Source: an optimization exercise on an open RTL-to-GDS flow (aim: small area). Production flows keep margins and buffers that such runs may drop. In this exercise RTL edits were held to simulation tests only and were not proved equivalent to the original. Power figures rest on the tool's default switching activity, not on a simulated workload.

## design/flow/config.mk

```make
export PLATFORM = sky130hd
export DESIGN_NAME = PID
export DESIGN_NICKNAME = PID
export VERILOG_FILES = /design/flow/design.v
export SDC_FILE = /design/flow/constraint.sdc
export NUM_CORES = 4
export LEC_CHECK = 0
export CAP_MARGIN = 20
export CORE_MARGIN = 2
export CORE_UTILIZATION = 40
export SLEW_MARGIN = 20
```

## design/flow/constraint.sdc

```tcl
create_clock -name core_clock -period 20.0 [get_ports {i_Clk}]
set_input_delay 4.0000 -clock core_clock [delete_from_list [all_inputs] [get_ports {i_Clk}]]
set_output_delay 4.0000 -clock core_clock [all_outputs]
set_load 0.01 [all_outputs]
```

## design/flow/design.v

```verilog
module PID(
	input i_Clk,
	input [13:0]number_of_pulses,
	input [4:0]SW,
	input PID_timer,
	output reset_nop_0,
	input reset,
	output [13:0]signal_dc,
	input [35:0] KP,
	input [35:0] KI,
	input [35:0] KD
);
	reg        rn;
	reg  [5:0] cnt;           
	reg [17:0] ep;            
	reg [24:0] sum;           
	reg [20:0] dd;            
	reg        cm, be, bd;    
	reg [18:0] a1;            
	reg [24:0] a2;            
	reg [18:0] a3;            
	reg        ca, cb;        
	reg        sx;            
	reg        gt;            
	reg [13:0] res;           
	reg [13:0] dc_out;
	assign reset_nop_0 = rn;
	assign signal_dc = dc_out;
	wire running = (cnt != 6'd45);
	wire start   = PID_timer & ~rn & ~reset;
	wire pre     = (cnt >= 6'd46);
	wire prod    = (cnt <= 6'd35);
	wire neg     = (cnt == 6'd35);
	wire last    = (cnt == 6'd44);
	wire [4:0] pt = cnt[4:0] - 5'd14;    
	wire np_t   = (pt < 5'd14) & dd[2];       
	wire np_t2  = (pt < 5'd16) & dd[0];       
	wire s_t    = (pt >= 5'd8) & (pt <= 5'd12) & dd[8];   
	wire m_t    = np_t ^ np_t2 ^ cm;          
	wire m_c    = (np_t & np_t2) | (cm & (np_t ^ np_t2));
	wire e_t    = s_t ^ m_t ^ be;             
	wire e_b    = (~s_t & (m_t | be)) | (m_t & be);
	wire de_t   = e_t ^ ep[0] ^ bd;           
	wire de_b   = (~e_t & (ep[0] | bd)) | (ep[0] & bd);
	wire kp_b = prod & KP[cnt];
	wire ki_b = prod & KI[cnt];
	wire kd_b = prod & KD[cnt];
	wire [18:0] x1 = {ep, 1'b0};
	wire [24:0] x2 = sum;
	wire [18:0] x3 = {dd[20:3], 1'b0};
	wire [18:0] o1 = kp_b ? (neg ? ~x1 : x1) : 19'd0;
	wire [24:0] o2 = ki_b ? (neg ? ~x2 : x2) : 25'd0;
	wire [18:0] o3 = kd_b ? (neg ? ~x3 : x3) : 19'd0;
	wire [19:0] s1 = {a1[18], a1} + {o1[18], o1} + {19'd0, kp_b & neg};
	wire [25:0] s2 = {a2[24], a2} + {o2[24], o2} + {25'd0, ki_b & neg};
	wire [19:0] s3 = {a3[18], a3} + {o3[18], o3} + {19'd0, kd_b & neg};
	wire p1 = s1[0], p2 = s2[0], p3 = s3[0];
	wire u   = p1 ^ p2 ^ ca;
	wire uc  = (p1 & p2) | (ca & (p1 ^ p2));
	wire y   = u ^ p3 ^ cb;                   
	wire yc  = (u & p3) | (cb & (u ^ p3));
	wire acc = (cnt >= 6'd9) & (cnt <= 6'd43);
	wire [13:0] lim = 14'd10000;
	wire [3:0]  lk  = cnt[3:0] - 4'd2;        
	wire in_res = (cnt >= 6'd18) & (cnt <= 6'd31);
	wire c_k    = in_res & lim[lk];
	wire gt_n   = (y & ~c_k) | (~(y ^ c_k) & gt);
	wire pw35 = ca ^ cb ^ sx;
	wire [25:0] sn  = {sum[24], sum} + {{7{ep[17]}}, ep, 1'b0};
	wire        ovf = sn[25] ^ sn[24];
	wire [24:0] sat = ovf ? (sn[25] ? 25'h1000000 : 25'h0FFFFFF) : sn[24:0];
	always @(posedge i_Clk) begin
		a1 <= {prod & s1[19], s1[18:1]};
		a2 <= {prod & s2[25], s2[24:1]};
		a3 <= {prod & s3[19], s3[18:1]};
		ca <= acc & uc;
		cb <= acc & yc;
		gt <= (cnt >= 6'd18) & (cnt <= 6'd43) & gt_n;
		if (cnt == 6'd36) sx <= a1[18] ^ a2[24] ^ a3[18];
		if (in_res) res <= {y, res[13:1]};
		if (start) begin
			dd <= {SW, number_of_pulses, 2'b00};
			cm <= 1'b0; be <= 1'b0; bd <= 1'b0;
		end else if (pre) begin
			dd <= {de_t, dd[20:1]};
			ep <= {e_t, ep[17:1]};
			cm <= m_c; be <= e_b; bd <= de_b;
		end
		if (reset) begin
			rn <= 1'b1;
			cnt <= 6'd45;
			ep <= 18'd0;
			sum <= 25'd0;
			dc_out <= 14'd0;
		end else begin
			if (start | running) cnt <= cnt + 6'd1;
			if (start) rn <= 1'b1;
			else if (!running || last) rn <= 1'b0;
			if (last) begin
				dc_out <= pw35 ? 14'd0 : (gt ? 14'd10000 : res);
				sum <= sat;
			end
		end
	end
endmodule
```

## design/flow/run.sh

```bash
#!/bin/bash
# synth_recipe.tcl (not shown) runs the flow's synth.tcl, then flattens the netlist and writes it again
# the make line also repeats each setting of config.mk as NAME=value (left out here)
make -C /OpenROAD-flow-scripts/flow DESIGN_CONFIG=/design/flow/config.mk WORK_HOME=/design/flow/orfs CLKGATE_MAP_FILE= SYNTH_SCRIPT=/design/flow/synth_recipe.tcl finish
```

==> out/qor.yml <==
outcome:
  run_status: "complete, no violations"
power:
  vdd.ir_drop.worst_v: 0.0000668
  p_per_area_nw_per_um2: 105
  static-leakage-power_uw: 0.00572
clock_tree:
  cts.clk_slew.worst_paths_ns: 0.07
  post-cts-setup-buffers: 0
  cts_tree: "yes"
  cts_buffers: 17
  cts_htree_levels: 4
  cts_resized: 0
  cts-root-buf: "clkbuf_16"
  holdBufCountCts: 0
  clkSinkCount: 169
  clk_path_buf_depth: 2
  worstSkewPairLatency_ns: 0.45
worst_hold_path:
  hold_end: "res[3]$_DFFE_PP_"
  hold_path.startpoint: "res[4]$_DFFE_PP_"
  min_path_type: "reg2reg"
  holdPathStages: 0
synthesis:
  avgSynthCellArea_um2: 9.00
  netlist_instances: 1262
  yosys-top-cells-area: "dfxtp_1 (24%), ha_1 (11%), edfxtp_1 (9.0%), mux4_2 (6.5%), xor2_1 (6.2%)"
  ys_types: 67
  syn-cell-area_um2: 11400
  netlist.area_leader.share: 0.238
  ys_async_sr_fraction: 0
  ys_seq_area_frac: 0.328
  synth_ff_type: "dfxtp_1"
  synth_edf_count: 34
  synth_top_cell_by_area: "dfxtp_1"
  yosys_warnings: 1
  synth-seq-cells: 169
  synth_nets: 1501
layout:
  fillCellCount: 2589
  fin_util: 0.494
  area_delta_synth_final_pct: 21.0
  drive_above_1_share: 0.0748
  finalNetCount: 1629
  diodes: 0
  final_common_cell: "clkdlybuf4s50_1"
  mostFrequentLayoutCells: "clkdlybuf4s50_1 (144), nand2_1 (142), dfxtp_1 (134), nor2_1 (129), a21oi_1 (105)"
critical_path:
  worst_r2r_path_depth: 19
  path_cells: "clkdlybuf4s50_1 -> mux4_2 -> mux4_2 -> mux2i_1 -> nor2_1 -> a21oi_4 -> or2_2 -> fa_1 -> inv_1 -> fa_1 -> a21o_1 -> a21oi_2 -> o21ai_1 -> a41oi_2 -> o22ai_1 -> a221o_1 -> a211o_1 -> a21oi_1 -> xnor2_1"
  crit_fanout: 26
  r2r_start: "cnt[0]$_SDFFE_PP1P_"
  slowest_delay_ns: 0.57
  cp_slowest_cell: "a21oi_4"
  cp_num_buf_inv: 2
  crit_arrival_ns: 9.02
  path_class: "in2reg"
  cp-start-kind: "input port"
  crit_family: "compound AO/OA/AOI/OAI gates"
  rrSetupSlack_ns: 14.25
  critPathCaptureType: "flop"
  required_ns: 20.37
  r2r-end: "a2[21]$_DFF_P_"
die:
  ios: 145
  dieHeight_um: 173
  dieArea_um2: 29800
  fp.dieW_um: 173
  core_area_um2: 27900
  initial_core_util: 0.408
  rows: 61
placement:
  gp_congestion: 0.793
  io_buffers: 144
  post-dp-hpwl_mm: 20.5
route:
  drc_errors: 0
  totalWireLength_mm: 26.6
  via_count: 9269
  ant_nets: 0
  initialDrtViolationCount: 459
  dr.pass1.iters: 5
  vias_per_cell: 5.20
  routedWlPerCell_um: 14.9
sta:
  fin_tns_setup_ns: 0
  fin_crit_sh: 0.432
  relSlewSlack: 0.319
  fin_skew_ns: 0.0215
  setup_viol: 0
  worst_slew_pin_slew_ns: 1.02
  fmax_mhz: 116
  hold_violations: 0
  drv_slew: 0
  fin_crit_ns: 8.65
  rsz0062_at_grt: "no"
global_routing:
  grt_pass1_vias: 9103
  grt_max_degree: 63
  grt-ovfl-total: 0
  antenna_found_initial: 0
  track_usage: 0.183
  grt_pass1_wl_mm: 44.9
flow_run:
  maxCapViolCount: 0
[worst max path at each step]
stage                      start        endpoint  slack, ns  cells past startpoint
final                     KI[28]  a2[21]$_DFF_P_      11.35                     19
after global routing      KI[28]  a2[21]$_DFF_P_      11.03                     19
after CTS                 KI[28]  a2[21]$_DFF_P_      11.33                     19
after detailed placement  KI[28]  a2[21]$_DFF_P_      10.87                     19
after global placement    KI[18]  a2[21]$_DFF_P_      10.94                     19
after floorplan           KI[31]  a2[21]$_DFF_P_      12.10                     18
[kinds of logic after synthesis]
logic type	after synthesis	synth area share
flops	169	0.328
fa+ha+maj	109	0.127
mux	39	0.0707
simple gates	389	0.152
buf+inv	98	0.0370
xor+xnor	135	0.104
compound gates	323	0.182
[power by group]
| group | internal [uW] | switching (uW) |
|---|---|---|
| clock | 171 | 162 |
| sequential | 440 | 75.1 |
| combinational | 258 | 336 |
[area by class of cell]
type | count | area [um2] | area share
Timing Repair Buffer | 155 | 1520 | 0.111
Clock inverter | 14 | 158 | 0.0115
Multi-Input combinational cell | 995 | 7240 | 0.526
Clock buffer | 18 | 439 | 0.0319
Inverter | 52 | 195 | 0.0142
Sequential cell | 169 | 3720 | 0.271
Tap cell | 378 | 473 | 0.0344
[synthesized netlist by cell type, drive strengths merged (19+ instances only)]
library cell	instances
xor2	80
ha	99
nor3	20
mux4	33
nor2	129
nand3	20
a21o	31
edfxtp	34
inv	52
clkbuf	27
dfxtp	135
xnor2	55
o21ai	82
buf	19
nand2	143
a21oi	110
[flip-flops by register name (all words and copies together), names as in the netlist, 6 cells and up]
signal	cells
dc_out	14
cnt	6
dd	21
a1	19
sum	25
a3	19
a2	25
res	14
ep	18
[per-stage QoR]
step           std cells  setup WS (ns)  power [uW]  hold WS, ns  cell area [um2]
6_report            1781          11.35        1440        0.440            13800
5_1_grt             1781          11.03        1550        0.446            13800
4_1_cts             1781          11.33        1450        0.437            13800
3_5_place_dp        1749          10.87        1120        0.427            13200
3_3_place_gp        1749          10.94        1110        0.425            13200
2_1_floorplan       1262          12.10         945        0.421            11400
[per-layer routing]
metal	share of wire	wire, um	GRT usage
met5	0	0	0
met4	0.012	306	0.0434
met3	0.044	1160	0.0345
met2	0.46	12300	0.305
met1	0.48	12800	0.245

==> afterwards: timing with drivers on the ports <==
How much do the figures lean on ideal ports? The routed layout below was timed once more, with nothing changed but the port constraints. Step 1 assumes that a clkbuf_16 drives the clock port and a buf_2 every other input. Step 2, shift: input delay + t, output delay - t, t = (earliest + latest rising clock arrival at the registers) / 2. This alone moves slack from input paths to output paths. Three values: no drivers, after step 1, after step 2; two values: the first two.
t, ns: 0.486
setup WS [ns]: 11.353 / 11.381 / 10.895
pins driven straight from the clock port: 1
After both steps setup and hold are still met in this run. The setup slack of this run moves by +0.028 ns with the drivers and by -0.458 ns with both steps.
